This is an optimization exercise on Yosys and OpenROAD, whose aim is small area and a short achievable clock period, not a production implementation. No functional check of the RTL was part of this run.

`flow/run.sh`:
```
#!/bin/bash
# synth_recipe.tcl (not shown) runs the flow's synth.tcl, then flattens the netlist and writes it again
# the make line also repeats each setting of config.mk as NAME=value (left out here)
make -C /OpenROAD-flow-scripts/flow DESIGN_CONFIG=/design/flow/config.mk WORK_HOME=/design/flow/orfs CLKGATE_MAP_FILE= SYNTH_SCRIPT=/design/flow/synth_recipe.tcl finish
```
`flow/config.mk`:
```
export PLATFORM = sky130hd
export DESIGN_NAME = bubble_sort
export DESIGN_NICKNAME = bubble_sort
export VERILOG_FILES = /design/flow/design.v
export SDC_FILE = /design/flow/constraint.sdc
export NUM_CORES = 4
export LEC_CHECK = 0
export CAP_MARGIN = 20
export CORE_MARGIN = 2
export CORE_UTILIZATION = 40
export SLEW_MARGIN = 20
export SYNTH_HIERARCHICAL = 1
export SYNTH_MINIMUM_KEEP_SIZE = 0
```
`flow/constraint.sdc`:
```
create_clock -name core_clock -period 45.0 [get_ports {clk}]
set_input_delay 9.0000 -clock core_clock [delete_from_list [all_inputs] [get_ports {clk}]]
set_output_delay 9.0000 -clock core_clock [all_outputs]
set_load 0.01 [all_outputs]
```
`flow/design.v`:
```
module bubble_sort (
    input  logic         clk,
    input  logic         rst_n,
    input  logic         in_vld,
    input  logic [255:0] data_in,
    output logic         out_vld,
    output logic [255:0] data_o
);
    logic [2:0] vld_q;
    always_ff @(posedge clk or negedge rst_n)
        if (!rst_n) vld_q <= '0;
        else vld_q <= {vld_q[1:0], in_vld};
    assign out_vld = vld_q[2];
    logic s_1_0_13;
    sort_cmp u_c_1_0_13 (.x(data_in[15:0]), .y(data_in[223:208]), .lt(s_1_0_13));
    logic s_1_1_12;
    sort_cmp u_c_1_1_12 (.x(data_in[31:16]), .y(data_in[207:192]), .lt(s_1_1_12));
    logic s_1_2_15;
    sort_cmp u_c_1_2_15 (.x(data_in[47:32]), .y(data_in[255:240]), .lt(s_1_2_15));
    logic s_1_3_14;
    sort_cmp u_c_1_3_14 (.x(data_in[63:48]), .y(data_in[239:224]), .lt(s_1_3_14));
    logic s_1_4_8;
    sort_cmp u_c_1_4_8 (.x(data_in[79:64]), .y(data_in[143:128]), .lt(s_1_4_8));
    logic s_1_5_6;
    sort_cmp u_c_1_5_6 (.x(data_in[95:80]), .y(data_in[111:96]), .lt(s_1_5_6));
    logic s_1_7_11;
    sort_cmp u_c_1_7_11 (.x(data_in[127:112]), .y(data_in[191:176]), .lt(s_1_7_11));
    logic s_1_9_10;
    sort_cmp u_c_1_9_10 (.x(data_in[159:144]), .y(data_in[175:160]), .lt(s_1_9_10));
    logic [15:0] r0_0;
    logic [15:0] r0_1;
    logic [15:0] r0_2;
    logic [15:0] r0_3;
    logic [15:0] r0_4;
    logic [15:0] r0_5;
    logic [15:0] r0_6;
    logic [15:0] r0_7;
    logic [15:0] r0_8;
    logic [15:0] r0_9;
    logic [15:0] r0_10;
    logic [15:0] r0_11;
    logic [15:0] r0_12;
    logic [15:0] r0_13;
    logic [15:0] r0_14;
    logic [15:0] r0_15;
    logic s_1_0_13_q;
    logic s_1_1_12_q;
    logic s_1_2_15_q;
    logic s_1_3_14_q;
    logic s_1_4_8_q;
    logic s_1_5_6_q;
    logic s_1_7_11_q;
    logic s_1_9_10_q;
    always_ff @(posedge clk) begin
        r0_0 <= data_in[15:0];
        r0_1 <= data_in[31:16];
        r0_2 <= data_in[47:32];
        r0_3 <= data_in[63:48];
        r0_4 <= data_in[79:64];
        r0_5 <= data_in[95:80];
        r0_6 <= data_in[111:96];
        r0_7 <= data_in[127:112];
        r0_8 <= data_in[143:128];
        r0_9 <= data_in[159:144];
        r0_10 <= data_in[175:160];
        r0_11 <= data_in[191:176];
        r0_12 <= data_in[207:192];
        r0_13 <= data_in[223:208];
        r0_14 <= data_in[239:224];
        r0_15 <= data_in[255:240];
        s_1_0_13_q <= s_1_0_13;
        s_1_1_12_q <= s_1_1_12;
        s_1_2_15_q <= s_1_2_15;
        s_1_3_14_q <= s_1_3_14;
        s_1_4_8_q <= s_1_4_8;
        s_1_5_6_q <= s_1_5_6;
        s_1_7_11_q <= s_1_7_11;
        s_1_9_10_q <= s_1_9_10;
    end
    logic [15:0] hi_1_0_13, lo_1_0_13;
    logic sn_1_0_13;
    sort_inv u_i_1_0_13 (.a(s_1_0_13_q), .y(sn_1_0_13));
    sort_mux16 u_h_1_0_13 (.a(r0_13), .b(r0_0), .s(s_1_0_13_q), .sn(sn_1_0_13), .y(hi_1_0_13));
    sort_mux16 u_l_1_0_13 (.a(r0_0), .b(r0_13), .s(s_1_0_13_q), .sn(sn_1_0_13), .y(lo_1_0_13));
    logic [15:0] hi_1_1_12, lo_1_1_12;
    logic sn_1_1_12;
    sort_inv u_i_1_1_12 (.a(s_1_1_12_q), .y(sn_1_1_12));
    sort_mux16 u_h_1_1_12 (.a(r0_12), .b(r0_1), .s(s_1_1_12_q), .sn(sn_1_1_12), .y(hi_1_1_12));
    sort_mux16 u_l_1_1_12 (.a(r0_1), .b(r0_12), .s(s_1_1_12_q), .sn(sn_1_1_12), .y(lo_1_1_12));
    logic [15:0] hi_1_2_15, lo_1_2_15;
    logic sn_1_2_15;
    sort_inv u_i_1_2_15 (.a(s_1_2_15_q), .y(sn_1_2_15));
    sort_mux16 u_h_1_2_15 (.a(r0_15), .b(r0_2), .s(s_1_2_15_q), .sn(sn_1_2_15), .y(hi_1_2_15));
    sort_mux16 u_l_1_2_15 (.a(r0_2), .b(r0_15), .s(s_1_2_15_q), .sn(sn_1_2_15), .y(lo_1_2_15));
    logic [15:0] hi_1_3_14, lo_1_3_14;
    logic sn_1_3_14;
    sort_inv u_i_1_3_14 (.a(s_1_3_14_q), .y(sn_1_3_14));
    sort_mux16 u_h_1_3_14 (.a(r0_14), .b(r0_3), .s(s_1_3_14_q), .sn(sn_1_3_14), .y(hi_1_3_14));
    sort_mux16 u_l_1_3_14 (.a(r0_3), .b(r0_14), .s(s_1_3_14_q), .sn(sn_1_3_14), .y(lo_1_3_14));
    logic [15:0] hi_1_4_8, lo_1_4_8;
    logic sn_1_4_8;
    sort_inv u_i_1_4_8 (.a(s_1_4_8_q), .y(sn_1_4_8));
    sort_mux16 u_h_1_4_8 (.a(r0_8), .b(r0_4), .s(s_1_4_8_q), .sn(sn_1_4_8), .y(hi_1_4_8));
    sort_mux16 u_l_1_4_8 (.a(r0_4), .b(r0_8), .s(s_1_4_8_q), .sn(sn_1_4_8), .y(lo_1_4_8));
    logic [15:0] hi_1_5_6, lo_1_5_6;
    logic sn_1_5_6;
    sort_inv u_i_1_5_6 (.a(s_1_5_6_q), .y(sn_1_5_6));
    sort_mux16 u_h_1_5_6 (.a(r0_6), .b(r0_5), .s(s_1_5_6_q), .sn(sn_1_5_6), .y(hi_1_5_6));
    sort_mux16 u_l_1_5_6 (.a(r0_5), .b(r0_6), .s(s_1_5_6_q), .sn(sn_1_5_6), .y(lo_1_5_6));
    logic [15:0] hi_1_7_11, lo_1_7_11;
    logic sn_1_7_11;
    sort_inv u_i_1_7_11 (.a(s_1_7_11_q), .y(sn_1_7_11));
    sort_mux16 u_h_1_7_11 (.a(r0_11), .b(r0_7), .s(s_1_7_11_q), .sn(sn_1_7_11), .y(hi_1_7_11));
    sort_mux16 u_l_1_7_11 (.a(r0_7), .b(r0_11), .s(s_1_7_11_q), .sn(sn_1_7_11), .y(lo_1_7_11));
    logic [15:0] hi_1_9_10, lo_1_9_10;
    logic sn_1_9_10;
    sort_inv u_i_1_9_10 (.a(s_1_9_10_q), .y(sn_1_9_10));
    sort_mux16 u_h_1_9_10 (.a(r0_10), .b(r0_9), .s(s_1_9_10_q), .sn(sn_1_9_10), .y(hi_1_9_10));
    sort_mux16 u_l_1_9_10 (.a(r0_9), .b(r0_10), .s(s_1_9_10_q), .sn(sn_1_9_10), .y(lo_1_9_10));
    logic s_2_0_5;
    sort_cmp u_c_2_0_5 (.x(hi_1_5_6), .y(hi_1_0_13), .lt(s_2_0_5));
    logic s_2_1_7;
    sort_cmp u_c_2_1_7 (.x(hi_1_7_11), .y(hi_1_1_12), .lt(s_2_1_7));
    logic s_2_2_9;
    sort_cmp u_c_2_2_9 (.x(hi_1_9_10), .y(hi_1_2_15), .lt(s_2_2_9));
    logic s_2_3_4;
    sort_cmp u_c_2_3_4 (.x(hi_1_4_8), .y(hi_1_3_14), .lt(s_2_3_4));
    logic s_2_6_13;
    sort_cmp u_c_2_6_13 (.x(lo_1_0_13), .y(lo_1_5_6), .lt(s_2_6_13));
    logic s_2_8_14;
    sort_cmp u_c_2_8_14 (.x(lo_1_3_14), .y(lo_1_4_8), .lt(s_2_8_14));
    logic s_2_10_15;
    sort_cmp u_c_2_10_15 (.x(lo_1_2_15), .y(lo_1_9_10), .lt(s_2_10_15));
    logic s_2_11_12;
    sort_cmp u_c_2_11_12 (.x(lo_1_1_12), .y(lo_1_7_11), .lt(s_2_11_12));
    logic [15:0] hi_2_0_5, lo_2_0_5;
    logic sn_2_0_5;
    sort_inv u_i_2_0_5 (.a(s_2_0_5), .y(sn_2_0_5));
    sort_mux16 u_h_2_0_5 (.a(hi_1_5_6), .b(hi_1_0_13), .s(s_2_0_5), .sn(sn_2_0_5), .y(hi_2_0_5));
    sort_mux16 u_l_2_0_5 (.a(hi_1_0_13), .b(hi_1_5_6), .s(s_2_0_5), .sn(sn_2_0_5), .y(lo_2_0_5));
    logic [15:0] hi_2_1_7, lo_2_1_7;
    logic sn_2_1_7;
    sort_inv u_i_2_1_7 (.a(s_2_1_7), .y(sn_2_1_7));
    sort_mux16 u_h_2_1_7 (.a(hi_1_7_11), .b(hi_1_1_12), .s(s_2_1_7), .sn(sn_2_1_7), .y(hi_2_1_7));
    sort_mux16 u_l_2_1_7 (.a(hi_1_1_12), .b(hi_1_7_11), .s(s_2_1_7), .sn(sn_2_1_7), .y(lo_2_1_7));
    logic [15:0] hi_2_2_9, lo_2_2_9;
    logic sn_2_2_9;
    sort_inv u_i_2_2_9 (.a(s_2_2_9), .y(sn_2_2_9));
    sort_mux16 u_h_2_2_9 (.a(hi_1_9_10), .b(hi_1_2_15), .s(s_2_2_9), .sn(sn_2_2_9), .y(hi_2_2_9));
    sort_mux16 u_l_2_2_9 (.a(hi_1_2_15), .b(hi_1_9_10), .s(s_2_2_9), .sn(sn_2_2_9), .y(lo_2_2_9));
    logic [15:0] hi_2_3_4, lo_2_3_4;
    logic sn_2_3_4;
    sort_inv u_i_2_3_4 (.a(s_2_3_4), .y(sn_2_3_4));
    sort_mux16 u_h_2_3_4 (.a(hi_1_4_8), .b(hi_1_3_14), .s(s_2_3_4), .sn(sn_2_3_4), .y(hi_2_3_4));
    sort_mux16 u_l_2_3_4 (.a(hi_1_3_14), .b(hi_1_4_8), .s(s_2_3_4), .sn(sn_2_3_4), .y(lo_2_3_4));
    logic [15:0] hi_2_6_13, lo_2_6_13;
    logic sn_2_6_13;
    sort_inv u_i_2_6_13 (.a(s_2_6_13), .y(sn_2_6_13));
    sort_mux16 u_h_2_6_13 (.a(lo_1_0_13), .b(lo_1_5_6), .s(s_2_6_13), .sn(sn_2_6_13), .y(hi_2_6_13));
    sort_mux16 u_l_2_6_13 (.a(lo_1_5_6), .b(lo_1_0_13), .s(s_2_6_13), .sn(sn_2_6_13), .y(lo_2_6_13));
    logic [15:0] hi_2_8_14, lo_2_8_14;
    logic sn_2_8_14;
    sort_inv u_i_2_8_14 (.a(s_2_8_14), .y(sn_2_8_14));
    sort_mux16 u_h_2_8_14 (.a(lo_1_3_14), .b(lo_1_4_8), .s(s_2_8_14), .sn(sn_2_8_14), .y(hi_2_8_14));
    sort_mux16 u_l_2_8_14 (.a(lo_1_4_8), .b(lo_1_3_14), .s(s_2_8_14), .sn(sn_2_8_14), .y(lo_2_8_14));
    logic [15:0] hi_2_10_15, lo_2_10_15;
    logic sn_2_10_15;
    sort_inv u_i_2_10_15 (.a(s_2_10_15), .y(sn_2_10_15));
    sort_mux16 u_h_2_10_15 (.a(lo_1_2_15), .b(lo_1_9_10), .s(s_2_10_15), .sn(sn_2_10_15), .y(hi_2_10_15));
    sort_mux16 u_l_2_10_15 (.a(lo_1_9_10), .b(lo_1_2_15), .s(s_2_10_15), .sn(sn_2_10_15), .y(lo_2_10_15));
    logic [15:0] hi_2_11_12, lo_2_11_12;
    logic sn_2_11_12;
    sort_inv u_i_2_11_12 (.a(s_2_11_12), .y(sn_2_11_12));
    sort_mux16 u_h_2_11_12 (.a(lo_1_1_12), .b(lo_1_7_11), .s(s_2_11_12), .sn(sn_2_11_12), .y(hi_2_11_12));
    sort_mux16 u_l_2_11_12 (.a(lo_1_7_11), .b(lo_1_1_12), .s(s_2_11_12), .sn(sn_2_11_12), .y(lo_2_11_12));
    logic s_3_0_1;
    sort_cmp u_c_3_0_1 (.x(hi_2_0_5), .y(hi_2_1_7), .lt(s_3_0_1));
    logic s_3_2_3;
    sort_cmp u_c_3_2_3 (.x(hi_2_2_9), .y(hi_2_3_4), .lt(s_3_2_3));
    logic s_3_4_5;
    sort_cmp u_c_3_4_5 (.x(lo_2_3_4), .y(lo_2_0_5), .lt(s_3_4_5));
    logic s_3_6_8;
    sort_cmp u_c_3_6_8 (.x(hi_2_6_13), .y(hi_2_8_14), .lt(s_3_6_8));
    logic s_3_7_9;
    sort_cmp u_c_3_7_9 (.x(lo_2_1_7), .y(lo_2_2_9), .lt(s_3_7_9));
    logic s_3_10_11;
    sort_cmp u_c_3_10_11 (.x(hi_2_10_15), .y(hi_2_11_12), .lt(s_3_10_11));
    logic s_3_12_13;
    sort_cmp u_c_3_12_13 (.x(lo_2_11_12), .y(lo_2_6_13), .lt(s_3_12_13));
    logic s_3_14_15;
    sort_cmp u_c_3_14_15 (.x(lo_2_8_14), .y(lo_2_10_15), .lt(s_3_14_15));
    logic [15:0] hi_3_0_1, lo_3_0_1;
    logic sn_3_0_1;
    sort_inv u_i_3_0_1 (.a(s_3_0_1), .y(sn_3_0_1));
    sort_mux16 u_h_3_0_1 (.a(hi_2_1_7), .b(hi_2_0_5), .s(s_3_0_1), .sn(sn_3_0_1), .y(hi_3_0_1));
    sort_mux16 u_l_3_0_1 (.a(hi_2_0_5), .b(hi_2_1_7), .s(s_3_0_1), .sn(sn_3_0_1), .y(lo_3_0_1));
    logic [15:0] hi_3_2_3, lo_3_2_3;
    logic sn_3_2_3;
    sort_inv u_i_3_2_3 (.a(s_3_2_3), .y(sn_3_2_3));
    sort_mux16 u_h_3_2_3 (.a(hi_2_3_4), .b(hi_2_2_9), .s(s_3_2_3), .sn(sn_3_2_3), .y(hi_3_2_3));
    sort_mux16 u_l_3_2_3 (.a(hi_2_2_9), .b(hi_2_3_4), .s(s_3_2_3), .sn(sn_3_2_3), .y(lo_3_2_3));
    logic [15:0] hi_3_4_5, lo_3_4_5;
    logic sn_3_4_5;
    sort_inv u_i_3_4_5 (.a(s_3_4_5), .y(sn_3_4_5));
    sort_mux16 u_h_3_4_5 (.a(lo_2_0_5), .b(lo_2_3_4), .s(s_3_4_5), .sn(sn_3_4_5), .y(hi_3_4_5));
    sort_mux16 u_l_3_4_5 (.a(lo_2_3_4), .b(lo_2_0_5), .s(s_3_4_5), .sn(sn_3_4_5), .y(lo_3_4_5));
    logic [15:0] hi_3_6_8, lo_3_6_8;
    logic sn_3_6_8;
    sort_inv u_i_3_6_8 (.a(s_3_6_8), .y(sn_3_6_8));
    sort_mux16 u_h_3_6_8 (.a(hi_2_8_14), .b(hi_2_6_13), .s(s_3_6_8), .sn(sn_3_6_8), .y(hi_3_6_8));
    sort_mux16 u_l_3_6_8 (.a(hi_2_6_13), .b(hi_2_8_14), .s(s_3_6_8), .sn(sn_3_6_8), .y(lo_3_6_8));
    logic [15:0] hi_3_7_9, lo_3_7_9;
    logic sn_3_7_9;
    sort_inv u_i_3_7_9 (.a(s_3_7_9), .y(sn_3_7_9));
    sort_mux16 u_h_3_7_9 (.a(lo_2_2_9), .b(lo_2_1_7), .s(s_3_7_9), .sn(sn_3_7_9), .y(hi_3_7_9));
    sort_mux16 u_l_3_7_9 (.a(lo_2_1_7), .b(lo_2_2_9), .s(s_3_7_9), .sn(sn_3_7_9), .y(lo_3_7_9));
    logic [15:0] hi_3_10_11, lo_3_10_11;
    logic sn_3_10_11;
    sort_inv u_i_3_10_11 (.a(s_3_10_11), .y(sn_3_10_11));
    sort_mux16 u_h_3_10_11 (.a(hi_2_11_12), .b(hi_2_10_15), .s(s_3_10_11), .sn(sn_3_10_11), .y(hi_3_10_11));
    sort_mux16 u_l_3_10_11 (.a(hi_2_10_15), .b(hi_2_11_12), .s(s_3_10_11), .sn(sn_3_10_11), .y(lo_3_10_11));
    logic [15:0] hi_3_12_13, lo_3_12_13;
    logic sn_3_12_13;
    sort_inv u_i_3_12_13 (.a(s_3_12_13), .y(sn_3_12_13));
    sort_mux16 u_h_3_12_13 (.a(lo_2_6_13), .b(lo_2_11_12), .s(s_3_12_13), .sn(sn_3_12_13), .y(hi_3_12_13));
    sort_mux16 u_l_3_12_13 (.a(lo_2_11_12), .b(lo_2_6_13), .s(s_3_12_13), .sn(sn_3_12_13), .y(lo_3_12_13));
    logic [15:0] hi_3_14_15, lo_3_14_15;
    logic sn_3_14_15;
    sort_inv u_i_3_14_15 (.a(s_3_14_15), .y(sn_3_14_15));
    sort_mux16 u_h_3_14_15 (.a(lo_2_10_15), .b(lo_2_8_14), .s(s_3_14_15), .sn(sn_3_14_15), .y(hi_3_14_15));
    sort_mux16 u_l_3_14_15 (.a(lo_2_8_14), .b(lo_2_10_15), .s(s_3_14_15), .sn(sn_3_14_15), .y(lo_3_14_15));
    logic s_4_0_2;
    sort_cmp u_c_4_0_2 (.x(hi_3_2_3), .y(hi_3_0_1), .lt(s_4_0_2));
    logic s_4_1_3;
    sort_cmp u_c_4_1_3 (.x(lo_3_2_3), .y(lo_3_0_1), .lt(s_4_1_3));
    logic s_4_4_10;
    sort_cmp u_c_4_4_10 (.x(hi_3_10_11), .y(hi_3_4_5), .lt(s_4_4_10));
    logic s_4_5_11;
    sort_cmp u_c_4_5_11 (.x(lo_3_10_11), .y(lo_3_4_5), .lt(s_4_5_11));
    logic s_4_6_7;
    sort_cmp u_c_4_6_7 (.x(hi_3_7_9), .y(hi_3_6_8), .lt(s_4_6_7));
    logic s_4_8_9;
    sort_cmp u_c_4_8_9 (.x(lo_3_7_9), .y(lo_3_6_8), .lt(s_4_8_9));
    logic s_4_12_14;
    sort_cmp u_c_4_12_14 (.x(hi_3_14_15), .y(hi_3_12_13), .lt(s_4_12_14));
    logic s_4_13_15;
    sort_cmp u_c_4_13_15 (.x(lo_3_14_15), .y(lo_3_12_13), .lt(s_4_13_15));
    logic [15:0] hi_4_0_2, lo_4_0_2;
    logic sn_4_0_2;
    sort_inv u_i_4_0_2 (.a(s_4_0_2), .y(sn_4_0_2));
    sort_mux16 u_h_4_0_2 (.a(hi_3_2_3), .b(hi_3_0_1), .s(s_4_0_2), .sn(sn_4_0_2), .y(hi_4_0_2));
    sort_mux16 u_l_4_0_2 (.a(hi_3_0_1), .b(hi_3_2_3), .s(s_4_0_2), .sn(sn_4_0_2), .y(lo_4_0_2));
    logic [15:0] hi_4_1_3, lo_4_1_3;
    logic sn_4_1_3;
    sort_inv u_i_4_1_3 (.a(s_4_1_3), .y(sn_4_1_3));
    sort_mux16 u_h_4_1_3 (.a(lo_3_2_3), .b(lo_3_0_1), .s(s_4_1_3), .sn(sn_4_1_3), .y(hi_4_1_3));
    sort_mux16 u_l_4_1_3 (.a(lo_3_0_1), .b(lo_3_2_3), .s(s_4_1_3), .sn(sn_4_1_3), .y(lo_4_1_3));
    logic [15:0] hi_4_4_10, lo_4_4_10;
    logic sn_4_4_10;
    sort_inv u_i_4_4_10 (.a(s_4_4_10), .y(sn_4_4_10));
    sort_mux16 u_h_4_4_10 (.a(hi_3_10_11), .b(hi_3_4_5), .s(s_4_4_10), .sn(sn_4_4_10), .y(hi_4_4_10));
    sort_mux16 u_l_4_4_10 (.a(hi_3_4_5), .b(hi_3_10_11), .s(s_4_4_10), .sn(sn_4_4_10), .y(lo_4_4_10));
    logic [15:0] hi_4_5_11, lo_4_5_11;
    logic sn_4_5_11;
    sort_inv u_i_4_5_11 (.a(s_4_5_11), .y(sn_4_5_11));
    sort_mux16 u_h_4_5_11 (.a(lo_3_10_11), .b(lo_3_4_5), .s(s_4_5_11), .sn(sn_4_5_11), .y(hi_4_5_11));
    sort_mux16 u_l_4_5_11 (.a(lo_3_4_5), .b(lo_3_10_11), .s(s_4_5_11), .sn(sn_4_5_11), .y(lo_4_5_11));
    logic [15:0] hi_4_6_7, lo_4_6_7;
    logic sn_4_6_7;
    sort_inv u_i_4_6_7 (.a(s_4_6_7), .y(sn_4_6_7));
    sort_mux16 u_h_4_6_7 (.a(hi_3_7_9), .b(hi_3_6_8), .s(s_4_6_7), .sn(sn_4_6_7), .y(hi_4_6_7));
    sort_mux16 u_l_4_6_7 (.a(hi_3_6_8), .b(hi_3_7_9), .s(s_4_6_7), .sn(sn_4_6_7), .y(lo_4_6_7));
    logic [15:0] hi_4_8_9, lo_4_8_9;
    logic sn_4_8_9;
    sort_inv u_i_4_8_9 (.a(s_4_8_9), .y(sn_4_8_9));
    sort_mux16 u_h_4_8_9 (.a(lo_3_7_9), .b(lo_3_6_8), .s(s_4_8_9), .sn(sn_4_8_9), .y(hi_4_8_9));
    sort_mux16 u_l_4_8_9 (.a(lo_3_6_8), .b(lo_3_7_9), .s(s_4_8_9), .sn(sn_4_8_9), .y(lo_4_8_9));
    logic [15:0] hi_4_12_14, lo_4_12_14;
    logic sn_4_12_14;
    sort_inv u_i_4_12_14 (.a(s_4_12_14), .y(sn_4_12_14));
    sort_mux16 u_h_4_12_14 (.a(hi_3_14_15), .b(hi_3_12_13), .s(s_4_12_14), .sn(sn_4_12_14), .y(hi_4_12_14));
    sort_mux16 u_l_4_12_14 (.a(hi_3_12_13), .b(hi_3_14_15), .s(s_4_12_14), .sn(sn_4_12_14), .y(lo_4_12_14));
    logic [15:0] hi_4_13_15, lo_4_13_15;
    logic sn_4_13_15;
    sort_inv u_i_4_13_15 (.a(s_4_13_15), .y(sn_4_13_15));
    sort_mux16 u_h_4_13_15 (.a(lo_3_14_15), .b(lo_3_12_13), .s(s_4_13_15), .sn(sn_4_13_15), .y(hi_4_13_15));
    sort_mux16 u_l_4_13_15 (.a(lo_3_12_13), .b(lo_3_14_15), .s(s_4_13_15), .sn(sn_4_13_15), .y(lo_4_13_15));
    logic s_5_1_2;
    sort_cmp u_c_5_1_2 (.x(hi_4_1_3), .y(lo_4_0_2), .lt(s_5_1_2));
    logic s_5_3_12;
    sort_cmp u_c_5_3_12 (.x(lo_4_1_3), .y(hi_4_12_14), .lt(s_5_3_12));
    logic s_5_4_6;
    sort_cmp u_c_5_4_6 (.x(hi_4_4_10), .y(hi_4_6_7), .lt(s_5_4_6));
    logic s_5_5_7;
    sort_cmp u_c_5_5_7 (.x(hi_4_5_11), .y(lo_4_6_7), .lt(s_5_5_7));
    logic s_5_8_10;
    sort_cmp u_c_5_8_10 (.x(hi_4_8_9), .y(lo_4_4_10), .lt(s_5_8_10));
    logic s_5_9_11;
    sort_cmp u_c_5_9_11 (.x(lo_4_8_9), .y(lo_4_5_11), .lt(s_5_9_11));
    logic s_5_13_14;
    sort_cmp u_c_5_13_14 (.x(hi_4_13_15), .y(lo_4_12_14), .lt(s_5_13_14));
    logic [15:0] hi_5_1_2, lo_5_1_2;
    logic sn_5_1_2;
    sort_inv u_i_5_1_2 (.a(s_5_1_2), .y(sn_5_1_2));
    sort_mux16 u_h_5_1_2 (.a(lo_4_0_2), .b(hi_4_1_3), .s(s_5_1_2), .sn(sn_5_1_2), .y(hi_5_1_2));
    sort_mux16 u_l_5_1_2 (.a(hi_4_1_3), .b(lo_4_0_2), .s(s_5_1_2), .sn(sn_5_1_2), .y(lo_5_1_2));
    logic [15:0] hi_5_3_12, lo_5_3_12;
    logic sn_5_3_12;
    sort_inv u_i_5_3_12 (.a(s_5_3_12), .y(sn_5_3_12));
    sort_mux16 u_h_5_3_12 (.a(hi_4_12_14), .b(lo_4_1_3), .s(s_5_3_12), .sn(sn_5_3_12), .y(hi_5_3_12));
    sort_mux16 u_l_5_3_12 (.a(lo_4_1_3), .b(hi_4_12_14), .s(s_5_3_12), .sn(sn_5_3_12), .y(lo_5_3_12));
    logic [15:0] hi_5_4_6, lo_5_4_6;
    logic sn_5_4_6;
    sort_inv u_i_5_4_6 (.a(s_5_4_6), .y(sn_5_4_6));
    sort_mux16 u_h_5_4_6 (.a(hi_4_6_7), .b(hi_4_4_10), .s(s_5_4_6), .sn(sn_5_4_6), .y(hi_5_4_6));
    sort_mux16 u_l_5_4_6 (.a(hi_4_4_10), .b(hi_4_6_7), .s(s_5_4_6), .sn(sn_5_4_6), .y(lo_5_4_6));
    logic [15:0] hi_5_5_7, lo_5_5_7;
    logic sn_5_5_7;
    sort_inv u_i_5_5_7 (.a(s_5_5_7), .y(sn_5_5_7));
    sort_mux16 u_h_5_5_7 (.a(lo_4_6_7), .b(hi_4_5_11), .s(s_5_5_7), .sn(sn_5_5_7), .y(hi_5_5_7));
    sort_mux16 u_l_5_5_7 (.a(hi_4_5_11), .b(lo_4_6_7), .s(s_5_5_7), .sn(sn_5_5_7), .y(lo_5_5_7));
    logic [15:0] hi_5_8_10, lo_5_8_10;
    logic sn_5_8_10;
    sort_inv u_i_5_8_10 (.a(s_5_8_10), .y(sn_5_8_10));
    sort_mux16 u_h_5_8_10 (.a(lo_4_4_10), .b(hi_4_8_9), .s(s_5_8_10), .sn(sn_5_8_10), .y(hi_5_8_10));
    sort_mux16 u_l_5_8_10 (.a(hi_4_8_9), .b(lo_4_4_10), .s(s_5_8_10), .sn(sn_5_8_10), .y(lo_5_8_10));
    logic [15:0] hi_5_9_11, lo_5_9_11;
    logic sn_5_9_11;
    sort_inv u_i_5_9_11 (.a(s_5_9_11), .y(sn_5_9_11));
    sort_mux16 u_h_5_9_11 (.a(lo_4_5_11), .b(lo_4_8_9), .s(s_5_9_11), .sn(sn_5_9_11), .y(hi_5_9_11));
    sort_mux16 u_l_5_9_11 (.a(lo_4_8_9), .b(lo_4_5_11), .s(s_5_9_11), .sn(sn_5_9_11), .y(lo_5_9_11));
    logic [15:0] hi_5_13_14, lo_5_13_14;
    logic sn_5_13_14;
    sort_inv u_i_5_13_14 (.a(s_5_13_14), .y(sn_5_13_14));
    sort_mux16 u_h_5_13_14 (.a(lo_4_12_14), .b(hi_4_13_15), .s(s_5_13_14), .sn(sn_5_13_14), .y(hi_5_13_14));
    sort_mux16 u_l_5_13_14 (.a(hi_4_13_15), .b(lo_4_12_14), .s(s_5_13_14), .sn(sn_5_13_14), .y(lo_5_13_14));
    logic s_6_1_4;
    sort_cmp u_c_6_1_4 (.x(hi_5_4_6), .y(hi_5_1_2), .lt(s_6_1_4));
    logic s_6_2_6;
    sort_cmp u_c_6_2_6 (.x(lo_5_4_6), .y(lo_5_1_2), .lt(s_6_2_6));
    logic s_6_5_8;
    sort_cmp u_c_6_5_8 (.x(hi_5_8_10), .y(hi_5_5_7), .lt(s_6_5_8));
    logic s_6_7_10;
    sort_cmp u_c_6_7_10 (.x(lo_5_8_10), .y(lo_5_5_7), .lt(s_6_7_10));
    logic s_6_9_13;
    sort_cmp u_c_6_9_13 (.x(hi_5_13_14), .y(hi_5_9_11), .lt(s_6_9_13));
    logic s_6_11_14;
    sort_cmp u_c_6_11_14 (.x(lo_5_13_14), .y(lo_5_9_11), .lt(s_6_11_14));
    logic [15:0] r1_0;
    logic [15:0] r1_1;
    logic [15:0] r1_2;
    logic [15:0] r1_3;
    logic [15:0] r1_4;
    logic [15:0] r1_5;
    logic [15:0] r1_6;
    logic [15:0] r1_7;
    logic [15:0] r1_8;
    logic [15:0] r1_9;
    logic [15:0] r1_10;
    logic [15:0] r1_11;
    logic [15:0] r1_12;
    logic [15:0] r1_13;
    logic [15:0] r1_14;
    logic [15:0] r1_15;
    logic s_6_1_4_q;
    logic s_6_2_6_q;
    logic s_6_5_8_q;
    logic s_6_7_10_q;
    logic s_6_9_13_q;
    logic s_6_11_14_q;
    always_ff @(posedge clk) begin
        r1_0 <= hi_4_0_2;
        r1_1 <= hi_5_1_2;
        r1_2 <= lo_5_1_2;
        r1_3 <= hi_5_3_12;
        r1_4 <= hi_5_4_6;
        r1_5 <= hi_5_5_7;
        r1_6 <= lo_5_4_6;
        r1_7 <= lo_5_5_7;
        r1_8 <= hi_5_8_10;
        r1_9 <= hi_5_9_11;
        r1_10 <= lo_5_8_10;
        r1_11 <= lo_5_9_11;
        r1_12 <= lo_5_3_12;
        r1_13 <= hi_5_13_14;
        r1_14 <= lo_5_13_14;
        r1_15 <= lo_4_13_15;
        s_6_1_4_q <= s_6_1_4;
        s_6_2_6_q <= s_6_2_6;
        s_6_5_8_q <= s_6_5_8;
        s_6_7_10_q <= s_6_7_10;
        s_6_9_13_q <= s_6_9_13;
        s_6_11_14_q <= s_6_11_14;
    end
    logic [15:0] hi_6_1_4, lo_6_1_4;
    logic sn_6_1_4;
    sort_inv u_i_6_1_4 (.a(s_6_1_4_q), .y(sn_6_1_4));
    sort_mux16 u_h_6_1_4 (.a(r1_4), .b(r1_1), .s(s_6_1_4_q), .sn(sn_6_1_4), .y(hi_6_1_4));
    sort_mux16 u_l_6_1_4 (.a(r1_1), .b(r1_4), .s(s_6_1_4_q), .sn(sn_6_1_4), .y(lo_6_1_4));
    logic [15:0] hi_6_2_6, lo_6_2_6;
    logic sn_6_2_6;
    sort_inv u_i_6_2_6 (.a(s_6_2_6_q), .y(sn_6_2_6));
    sort_mux16 u_h_6_2_6 (.a(r1_6), .b(r1_2), .s(s_6_2_6_q), .sn(sn_6_2_6), .y(hi_6_2_6));
    sort_mux16 u_l_6_2_6 (.a(r1_2), .b(r1_6), .s(s_6_2_6_q), .sn(sn_6_2_6), .y(lo_6_2_6));
    logic [15:0] hi_6_5_8, lo_6_5_8;
    logic sn_6_5_8;
    sort_inv u_i_6_5_8 (.a(s_6_5_8_q), .y(sn_6_5_8));
    sort_mux16 u_h_6_5_8 (.a(r1_8), .b(r1_5), .s(s_6_5_8_q), .sn(sn_6_5_8), .y(hi_6_5_8));
    sort_mux16 u_l_6_5_8 (.a(r1_5), .b(r1_8), .s(s_6_5_8_q), .sn(sn_6_5_8), .y(lo_6_5_8));
    logic [15:0] hi_6_7_10, lo_6_7_10;
    logic sn_6_7_10;
    sort_inv u_i_6_7_10 (.a(s_6_7_10_q), .y(sn_6_7_10));
    sort_mux16 u_h_6_7_10 (.a(r1_10), .b(r1_7), .s(s_6_7_10_q), .sn(sn_6_7_10), .y(hi_6_7_10));
    sort_mux16 u_l_6_7_10 (.a(r1_7), .b(r1_10), .s(s_6_7_10_q), .sn(sn_6_7_10), .y(lo_6_7_10));
    logic [15:0] hi_6_9_13, lo_6_9_13;
    logic sn_6_9_13;
    sort_inv u_i_6_9_13 (.a(s_6_9_13_q), .y(sn_6_9_13));
    sort_mux16 u_h_6_9_13 (.a(r1_13), .b(r1_9), .s(s_6_9_13_q), .sn(sn_6_9_13), .y(hi_6_9_13));
    sort_mux16 u_l_6_9_13 (.a(r1_9), .b(r1_13), .s(s_6_9_13_q), .sn(sn_6_9_13), .y(lo_6_9_13));
    logic [15:0] hi_6_11_14, lo_6_11_14;
    logic sn_6_11_14;
    sort_inv u_i_6_11_14 (.a(s_6_11_14_q), .y(sn_6_11_14));
    sort_mux16 u_h_6_11_14 (.a(r1_14), .b(r1_11), .s(s_6_11_14_q), .sn(sn_6_11_14), .y(hi_6_11_14));
    sort_mux16 u_l_6_11_14 (.a(r1_11), .b(r1_14), .s(s_6_11_14_q), .sn(sn_6_11_14), .y(lo_6_11_14));
    logic s_7_2_4;
    sort_cmp u_c_7_2_4 (.x(hi_6_2_6), .y(lo_6_1_4), .lt(s_7_2_4));
    logic [15:0] iv0;
    sort_inv16 u_iv0 (.a(lo_6_2_6), .y(iv0));
    logic s_7_3_6;
    sort_cmp u_c_7_3_6 (.x(iv0), .y(r1_3), .lt(s_7_3_6));
    logic [15:0] iv1;
    sort_inv16 u_iv1 (.a(r1_12), .y(iv1));
    logic s_7_9_12;
    sort_cmp u_c_7_9_12 (.x(hi_6_9_13), .y(iv1), .lt(s_7_9_12));
    logic s_7_11_13;
    sort_cmp u_c_7_11_13 (.x(hi_6_11_14), .y(lo_6_9_13), .lt(s_7_11_13));
    logic [15:0] hi_7_2_4, lo_7_2_4;
    logic sn_7_2_4;
    sort_inv u_i_7_2_4 (.a(s_7_2_4), .y(sn_7_2_4));
    sort_mux16 u_h_7_2_4 (.a(lo_6_1_4), .b(hi_6_2_6), .s(s_7_2_4), .sn(sn_7_2_4), .y(hi_7_2_4));
    sort_mux16 u_l_7_2_4 (.a(hi_6_2_6), .b(lo_6_1_4), .s(s_7_2_4), .sn(sn_7_2_4), .y(lo_7_2_4));
    logic [15:0] hi_7_3_6, lo_7_3_6;
    logic sn_7_3_6;
    sort_inv u_i_7_3_6 (.a(s_7_3_6), .y(sn_7_3_6));
    sort_mux16 u_h_7_3_6 (.a(iv0), .b(r1_3), .s(s_7_3_6), .sn(sn_7_3_6), .y(hi_7_3_6));
    sort_mux16 u_l_7_3_6 (.a(r1_3), .b(iv0), .s(s_7_3_6), .sn(sn_7_3_6), .y(lo_7_3_6));
    logic [15:0] hi_7_9_12, lo_7_9_12;
    logic sn_7_9_12;
    sort_inv u_i_7_9_12 (.a(s_7_9_12), .y(sn_7_9_12));
    sort_mux16 u_h_7_9_12 (.a(iv1), .b(hi_6_9_13), .s(s_7_9_12), .sn(sn_7_9_12), .y(hi_7_9_12));
    sort_mux16 u_l_7_9_12 (.a(hi_6_9_13), .b(iv1), .s(s_7_9_12), .sn(sn_7_9_12), .y(lo_7_9_12));
    logic [15:0] hi_7_11_13, lo_7_11_13;
    logic sn_7_11_13;
    sort_inv u_i_7_11_13 (.a(s_7_11_13), .y(sn_7_11_13));
    sort_mux16 u_h_7_11_13 (.a(lo_6_9_13), .b(hi_6_11_14), .s(s_7_11_13), .sn(sn_7_11_13), .y(hi_7_11_13));
    sort_mux16 u_l_7_11_13 (.a(hi_6_11_14), .b(lo_6_9_13), .s(s_7_11_13), .sn(sn_7_11_13), .y(lo_7_11_13));
    logic s_8_3_5;
    sort_cmp u_c_8_3_5 (.x(hi_7_3_6), .y(hi_6_5_8), .lt(s_8_3_5));
    logic s_8_6_8;
    sort_cmp u_c_8_6_8 (.x(lo_7_3_6), .y(lo_6_5_8), .lt(s_8_6_8));
    logic [15:0] iv2;
    sort_inv16 u_iv2 (.a(hi_7_9_12), .y(iv2));
    logic s_8_7_9;
    sort_cmp u_c_8_7_9 (.x(hi_6_7_10), .y(iv2), .lt(s_8_7_9));
    logic [15:0] iv3;
    sort_inv16 u_iv3 (.a(lo_7_9_12), .y(iv3));
    logic s_8_10_12;
    sort_cmp u_c_8_10_12 (.x(lo_6_7_10), .y(iv3), .lt(s_8_10_12));
    logic [15:0] hi_8_3_5, lo_8_3_5;
    logic sn_8_3_5;
    sort_inv u_i_8_3_5 (.a(s_8_3_5), .y(sn_8_3_5));
    sort_mux16 u_h_8_3_5 (.a(hi_6_5_8), .b(hi_7_3_6), .s(s_8_3_5), .sn(sn_8_3_5), .y(hi_8_3_5));
    sort_mux16 u_l_8_3_5 (.a(hi_7_3_6), .b(hi_6_5_8), .s(s_8_3_5), .sn(sn_8_3_5), .y(lo_8_3_5));
    logic [15:0] hi_8_6_8, lo_8_6_8;
    logic sn_8_6_8;
    sort_inv u_i_8_6_8 (.a(s_8_6_8), .y(sn_8_6_8));
    sort_mux16 u_h_8_6_8 (.a(lo_6_5_8), .b(lo_7_3_6), .s(s_8_6_8), .sn(sn_8_6_8), .y(hi_8_6_8));
    sort_mux16 u_l_8_6_8 (.a(lo_7_3_6), .b(lo_6_5_8), .s(s_8_6_8), .sn(sn_8_6_8), .y(lo_8_6_8));
    logic [15:0] hi_8_7_9, lo_8_7_9;
    logic sn_8_7_9;
    sort_inv u_i_8_7_9 (.a(s_8_7_9), .y(sn_8_7_9));
    sort_mux16 u_h_8_7_9 (.a(iv2), .b(hi_6_7_10), .s(s_8_7_9), .sn(sn_8_7_9), .y(hi_8_7_9));
    sort_mux16 u_l_8_7_9 (.a(hi_6_7_10), .b(iv2), .s(s_8_7_9), .sn(sn_8_7_9), .y(lo_8_7_9));
    logic [15:0] hi_8_10_12, lo_8_10_12;
    logic sn_8_10_12;
    sort_inv u_i_8_10_12 (.a(s_8_10_12), .y(sn_8_10_12));
    sort_mux16 u_h_8_10_12 (.a(iv3), .b(lo_6_7_10), .s(s_8_10_12), .sn(sn_8_10_12), .y(hi_8_10_12));
    sort_mux16 u_l_8_10_12 (.a(lo_6_7_10), .b(iv3), .s(s_8_10_12), .sn(sn_8_10_12), .y(lo_8_10_12));
    logic s_9_3_4;
    sort_cmp u_c_9_3_4 (.x(lo_7_2_4), .y(hi_8_3_5), .lt(s_9_3_4));
    logic s_9_5_6;
    sort_cmp u_c_9_5_6 (.x(hi_8_6_8), .y(lo_8_3_5), .lt(s_9_5_6));
    logic s_9_7_8;
    sort_cmp u_c_9_7_8 (.x(lo_8_6_8), .y(hi_8_7_9), .lt(s_9_7_8));
    logic s_9_9_10;
    sort_cmp u_c_9_9_10 (.x(hi_8_10_12), .y(lo_8_7_9), .lt(s_9_9_10));
    logic s_9_11_12;
    sort_cmp u_c_9_11_12 (.x(lo_8_10_12), .y(hi_7_11_13), .lt(s_9_11_12));
    logic [15:0] hi_9_3_4, lo_9_3_4;
    logic sn_9_3_4;
    sort_inv u_i_9_3_4 (.a(s_9_3_4), .y(sn_9_3_4));
    sort_mux16 u_h_9_3_4 (.a(lo_7_2_4), .b(hi_8_3_5), .s(s_9_3_4), .sn(sn_9_3_4), .y(hi_9_3_4));
    sort_mux16 u_l_9_3_4 (.a(hi_8_3_5), .b(lo_7_2_4), .s(s_9_3_4), .sn(sn_9_3_4), .y(lo_9_3_4));
    logic [15:0] hi_9_5_6, lo_9_5_6;
    logic sn_9_5_6;
    sort_inv u_i_9_5_6 (.a(s_9_5_6), .y(sn_9_5_6));
    sort_mux16 u_h_9_5_6 (.a(hi_8_6_8), .b(lo_8_3_5), .s(s_9_5_6), .sn(sn_9_5_6), .y(hi_9_5_6));
    sort_mux16 u_l_9_5_6 (.a(lo_8_3_5), .b(hi_8_6_8), .s(s_9_5_6), .sn(sn_9_5_6), .y(lo_9_5_6));
    logic [15:0] hi_9_7_8, lo_9_7_8;
    logic sn_9_7_8;
    sort_inv u_i_9_7_8 (.a(s_9_7_8), .y(sn_9_7_8));
    sort_mux16 u_h_9_7_8 (.a(lo_8_6_8), .b(hi_8_7_9), .s(s_9_7_8), .sn(sn_9_7_8), .y(hi_9_7_8));
    sort_mux16 u_l_9_7_8 (.a(hi_8_7_9), .b(lo_8_6_8), .s(s_9_7_8), .sn(sn_9_7_8), .y(lo_9_7_8));
    logic [15:0] hi_9_9_10, lo_9_9_10;
    logic sn_9_9_10;
    sort_inv u_i_9_9_10 (.a(s_9_9_10), .y(sn_9_9_10));
    sort_mux16 u_h_9_9_10 (.a(hi_8_10_12), .b(lo_8_7_9), .s(s_9_9_10), .sn(sn_9_9_10), .y(hi_9_9_10));
    sort_mux16 u_l_9_9_10 (.a(lo_8_7_9), .b(hi_8_10_12), .s(s_9_9_10), .sn(sn_9_9_10), .y(lo_9_9_10));
    logic [15:0] hi_9_11_12, lo_9_11_12;
    logic sn_9_11_12;
    sort_inv u_i_9_11_12 (.a(s_9_11_12), .y(sn_9_11_12));
    sort_mux16 u_h_9_11_12 (.a(lo_8_10_12), .b(hi_7_11_13), .s(s_9_11_12), .sn(sn_9_11_12), .y(hi_9_11_12));
    sort_mux16 u_l_9_11_12 (.a(hi_7_11_13), .b(lo_8_10_12), .s(s_9_11_12), .sn(sn_9_11_12), .y(lo_9_11_12));
    logic s_10_6_7;
    sort_cmp u_c_10_6_7 (.x(lo_9_5_6), .y(hi_9_7_8), .lt(s_10_6_7));
    logic s_10_8_9;
    sort_cmp u_c_10_8_9 (.x(lo_9_7_8), .y(hi_9_9_10), .lt(s_10_8_9));
    logic [15:0] hi_10_6_7, lo_10_6_7;
    logic sn_10_6_7;
    sort_inv u_i_10_6_7 (.a(s_10_6_7), .y(sn_10_6_7));
    sort_mux16 u_h_10_6_7 (.a(hi_9_7_8), .b(lo_9_5_6), .s(s_10_6_7), .sn(sn_10_6_7), .y(hi_10_6_7));
    sort_mux16 u_l_10_6_7 (.a(lo_9_5_6), .b(hi_9_7_8), .s(s_10_6_7), .sn(sn_10_6_7), .y(lo_10_6_7));
    logic [15:0] hi_10_8_9, lo_10_8_9;
    logic sn_10_8_9;
    sort_inv u_i_10_8_9 (.a(s_10_8_9), .y(sn_10_8_9));
    sort_mux16 u_h_10_8_9 (.a(hi_9_9_10), .b(lo_9_7_8), .s(s_10_8_9), .sn(sn_10_8_9), .y(hi_10_8_9));
    sort_mux16 u_l_10_8_9 (.a(lo_9_7_8), .b(hi_9_9_10), .s(s_10_8_9), .sn(sn_10_8_9), .y(lo_10_8_9));
    logic [15:0] iv4;
    sort_inv16 u_iv4 (.a(hi_7_2_4), .y(iv4));
    logic [15:0] iv5;
    sort_inv16 u_iv5 (.a(hi_10_6_7), .y(iv5));
    logic [15:0] iv6;
    sort_inv16 u_iv6 (.a(lo_10_6_7), .y(iv6));
    logic [15:0] iv7;
    sort_inv16 u_iv7 (.a(hi_10_8_9), .y(iv7));
    logic [15:0] iv8;
    sort_inv16 u_iv8 (.a(lo_10_8_9), .y(iv8));
    logic [15:0] iv9;
    sort_inv16 u_iv9 (.a(lo_7_11_13), .y(iv9));
    logic [15:0] r2_0;
    logic [15:0] r2_1;
    logic [15:0] r2_2;
    logic [15:0] r2_3;
    logic [15:0] r2_4;
    logic [15:0] r2_5;
    logic [15:0] r2_6;
    logic [15:0] r2_7;
    logic [15:0] r2_8;
    logic [15:0] r2_9;
    logic [15:0] r2_10;
    logic [15:0] r2_11;
    logic [15:0] r2_12;
    logic [15:0] r2_13;
    logic [15:0] r2_14;
    logic [15:0] r2_15;
    always_ff @(posedge clk) begin
        r2_0 <= r1_0;
        r2_1 <= hi_6_1_4;
        r2_2 <= iv4;
        r2_3 <= hi_9_3_4;
        r2_4 <= lo_9_3_4;
        r2_5 <= hi_9_5_6;
        r2_6 <= iv5;
        r2_7 <= iv6;
        r2_8 <= iv7;
        r2_9 <= iv8;
        r2_10 <= lo_9_9_10;
        r2_11 <= hi_9_11_12;
        r2_12 <= lo_9_11_12;
        r2_13 <= iv9;
        r2_14 <= lo_6_11_14;
        r2_15 <= r1_15;
    end
    assign data_o[15:0] = r2_0;
    assign data_o[31:16] = r2_1;
    assign data_o[47:32] = r2_2;
    assign data_o[63:48] = r2_3;
    assign data_o[79:64] = r2_4;
    assign data_o[95:80] = r2_5;
    assign data_o[111:96] = r2_6;
    assign data_o[127:112] = r2_7;
    assign data_o[143:128] = r2_8;
    assign data_o[159:144] = r2_9;
    assign data_o[175:160] = r2_10;
    assign data_o[191:176] = r2_11;
    assign data_o[207:192] = r2_12;
    assign data_o[223:208] = r2_13;
    assign data_o[239:224] = r2_14;
    assign data_o[255:240] = r2_15;
endmodule
module sort_mux16 (input logic [15:0] a, b, input logic s, sn, output logic [15:0] y);
    for (genvar k = 0; k < 16; k++) begin : g
        sort_mux1 u (.a(a[k]), .b(b[k]), .s(s), .sn(sn), .y(y[k]));
    end
endmodule
module sort_mux1 (input logic a, b, s, sn, output logic y);
    assign y = ~((a | sn) & (b | s));
endmodule
module sort_inv (input logic a, output logic y);
    assign y = ~a;
endmodule
module sort_inv16 (input logic [15:0] a, output logic [15:0] y);
    assign y = ~a;
endmodule
module sort_cmp (input logic [15:0] x, y, output logic lt);
    logic [15:1] e;
    logic [7:0] g1n, e1n;
    logic [3:0] g2, e2;
    logic [1:0] g3n, e3n;
    for (genvar i = 1; i < 16; i++) begin : l0
        sort_xnor u (.a(x[i]), .b(y[i]), .y(e[i]));
    end
    for (genvar i = 0; i < 8; i++) begin : l1
        sort_mux2i um (.s(e[2*i+1]), .a(y[2*i]), .b(y[2*i+1]), .y(g1n[i]));
        if (i > 0) begin : ge
            sort_nand2 ua (.a(e[2*i+1]), .b(e[2*i]), .y(e1n[i]));
        end else begin : gz
            assign e1n[i] = 1'b0;
        end
    end
    for (genvar i = 0; i < 4; i++) begin : l2
        sort_mux2i um (.s(e1n[2*i+1]), .a(g1n[2*i+1]), .b(g1n[2*i]), .y(g2[i]));
        sort_nor2 ua (.a(e1n[2*i+1]), .b(e1n[2*i]), .y(e2[i]));
    end
    for (genvar i = 0; i < 2; i++) begin : l3
        sort_mux2i um (.s(e2[2*i+1]), .a(g2[2*i]), .b(g2[2*i+1]), .y(g3n[i]));
        sort_nand2 ua (.a(e2[2*i+1]), .b(e2[2*i]), .y(e3n[i]));
    end
    sort_mux2i ur (.s(e3n[1]), .a(g3n[1]), .b(g3n[0]), .y(lt));
endmodule
module sort_xnor (input logic a, b, output logic y);
    assign y = ~(a ^ b);
endmodule
module sort_mux2i (input logic s, a, b, output logic y);
    assign y = ~(s ? a : b);
endmodule
module sort_nand2 (input logic a, b, output logic y);
    assign y = ~(a & b);
endmodule
module sort_nor2 (input logic a, b, output logic y);
    assign y = ~(a | b);
endmodule
```
==> summary.txt <==
## layer usage
| layer | up-vias | wire length, um | track usage, % |
|---|---|---|---|
| li1 | 22360 | - | - |
| met1 | 22500 | 80360 | 38.36 |
| met2 | 2252 | 90110 | 49.99 |
| met3 | 438 | 15830 | 5.371 |
| met4 | 2 | 12440 | 17.44 |
| met5 | - | 8 | 0 |
## layout make-up
| cell class | count | area [um2] |
|---|---|---|
| fillers | 11360 | 60550 |
| multi-input cells | 4380 | 31580 |
| flip-flops and latches | 785 | 15730 |
| repair buffers | 573 | 5590 |
| clock buffers | 113 | 2435 |
| well taps | 1612 | 2017 |
| inverters | 220 | 825.8 |
| clock inverters | 40 | 609.3 |
## per-module statistics from Yosys, one instance, submodules excluded, excerpt
module,flops+latches,cells,times used
sort_nand2,0,1,480
sort_mux2i,0,1,900
sort_inv16,0,16,10
sort_mux1,0,1,1920
sort_nor2,0,1,180
bubble_sort,785,785,1
## through the flow
stage | setup WS [ns] | hold slack (ns) | cell area [um2] | std cells
after detailed placement | 32.26 | 0.3121 | 55730 | 7570
after global routing | 30.55 | 0.3302 | 58790 | 7723
after floorplan | 29.96 | 0.3096 | 47940 | 5385
final | 31.25 | 0.3250 | 58790 | 7723
after global placement | 32.32 | 0.3122 | 55730 | 7570
after CTS | 32.25 | 0.3262 | 58780 | 7723
## worst max path at each step
stage	startpoint	end	slack, ns
2_1_floorplan	s_1_0_13_q	s_6_11_14_q	29.96
3_3_place_gp	s_1_9_10_q	s_6_5_8_q	32.32
3_5_place_dp	s_1_3_14_q	s_6_5_8_q	32.26
4_1_cts	s_1_0_13_q	s_6_5_8_q	32.25
5_1_grt	s_1_0_13_q	s_6_5_8_q	30.55
6_report	s_1_0_13_q	s_6_7_10_q	31.25
## cell families (layout without fill, tap and decap cells)
family,count (synthesis),in the layout
AO/OA/AOI/OAI,1920,1920
XOR/XNOR,900,900
multiplexers,900,900
flip-flops,785,785
AND/OR/NAND/NOR,660,660
buffers and inverters,220,946
## placed cells by master, fill, tap and decap left out, drive strengths merged
| cell type | count |
|---|---|
| dfxtp | 782 |
| dfrtp | 3 |
| bufinv | 10 |
| clkbuf | 113 |
| clkinvlp | 8 |
| clkinv | 12 |
| inv | 230 |
| nand2 | 480 |
| xnor2 | 900 |
| clkdlybuf4s50 | 515 |
| o22ai | 1920 |
| nor2 | 180 |
| mux2i | 900 |
| buf | 58 |
==> metrics.cfg <==
[worst_hold_path]
hold_class = flop to flop
min_to = r2_0[12]
whs_path_depth = 0
worstHoldStart = r1_0[12]

[worst_setup_path]
cp.depth = 38
arrival_ns = 14.31
critPathTopFamily = multiplexers
worst-setup-path-type = flop to flop
critPathBufInv = 8
r2r_cells = 38
critPathCaptureType = flop
worst_setup_path_start_kind = flop
crit_top_cell = mux2i_1
slowest_stage = dfxtp_1
cp_max_fo = 33
reg2reg_slack_ns = 31.25
worstPathRequired_ns = 45.56
critPathMaxStageDelay_ns = 0.99
r2r-start = s_1_0_13_q
reg2reg_to = s_6_7_10_q

[global_route]
grt_pass1_vias = 42380
grtUsageTotal_pct = 30.74
overflow = 0
grt_max_degree = 34
antenna_found_initial = 1
grt_pass1_wl_mm = 281.0

[floorplan]
die_height_um = 350.2
fp.dieW_um = 350.2
start_util_pct = 40.17
coreArea_um2 = 119300
die-area_um2 = 122600
ioPinCount = 516
rows = 127

[clock_tree]
cts.clk_slew.worst_paths_ns = 0.06
cts_setup_buffers = 0
cts_root_buffer = clkbuf_16
cts_tree = built
ctsHoldBuffers = 0
cts_resized = 0
worstSkewPairLatency_ns = 0.70
htreeDepth = 3
cts_buffer_depth = 3
cts_buffers = 84
clock-sinks = 785

[logic_synthesis]
syn_inst = 5385
synth_mux_area_share_pct = 18.79
synthArstFlopShare_pct = 0.3822
syn-num-nets = 5644
yosysSeqAreaShare_pct = 32.81
yosys.area_share.simple_pct = 5.168
syn_area_per_cell_um2 = 8.902
synth_xor_area_share_pct = 16.44
yosysTopAreaCell = dfxtp_1
synth_area_leaders = dfxtp_1 33%, o22ai_1 25%, mux2i_1 19%
synth_edf_count = 0
synth_compound_area_share_pct = 25.06
synth_top_area_share_pct = 32.66
synth_cell_type_count = 8
synth_fa_ha_area_share_pct = 0
ys_warn_count = 7
ys.flop_type = dfxtp_1
synth_most_common_cell = o22ai_1
post_synth_instance_area_um2 = 47940
synth_top_family_by_area = compound AO/OA/AOI/OAI gates
ys_top_cells_by_count = 1920 x o22ai_1, 900 x mux2i_1, 900 x xnor2_1
synth-seq-cells = 785

[sta]
finalSetupViolCount = 0
fin_crit_ns = 13.75
finClkSkew_ns = 0.05157
worst_slew_pin_slew_ns = 1.333
slew_headroom_pct = 11.13
setup_tns_ns = 0
rsz0062_at_grt = false
slew_violations = 0
hold_viol = 0
finalCritPeriodShare_pct = 30.55
max_freq_mhz = 72.73

[finish]
antenna_cells = 0
utilization_pct = 49.26
drive_gt1_share_pct = 4.075
syn_to_final_growth_pct = 22.63
finalNetCount = 6303

[drt]
ant_nets = 0
avgRoutedWirePerCell_um = 25.73
wl_mm = 198.7
routed_via_density = 6.157
vias = 47550
drc = 0
drt_first_pass_iters = 6
drtIter0Drc = 4752

[place]
numPortBuffers = 515
hpwl_mm = 163.8
gp_congestion = 1.138

[flow_run]
maxCapViolCount = 0

[status]
status = timing/DRC/antenna clean

==> static timing again, ports no longer ideal <==
No port has a modelled driver above. Below, the same layout with a new extraction and two added sets of constraints. Step 1: set_driving_cell puts a clkbuf_16 on clk and a buf_2 on each other input, an assumption about the parent block. Step 2 adds t to the input delays and takes it off the output delays; t is the mean of the earliest and latest rising clock arrival at the registers after step 1. Input paths then give back, and output paths get back, about the clock's delay inside the block. a / b / c = no drivers / after step 1 / after step 2; a / b = the first two.
t, ns: 0.756
setup WS [ns]: 31.250 / 31.250 / 31.250
hold slack, ns: 0.325 / 0.325 / 0.325
slew at the worst register clock pin (ns): 0.07 / 0.07
After both steps setup and hold are still met in this run. For this run, drivers alone change the setup slack by 0.000 ns; drivers and shift together by 0.000 ns.
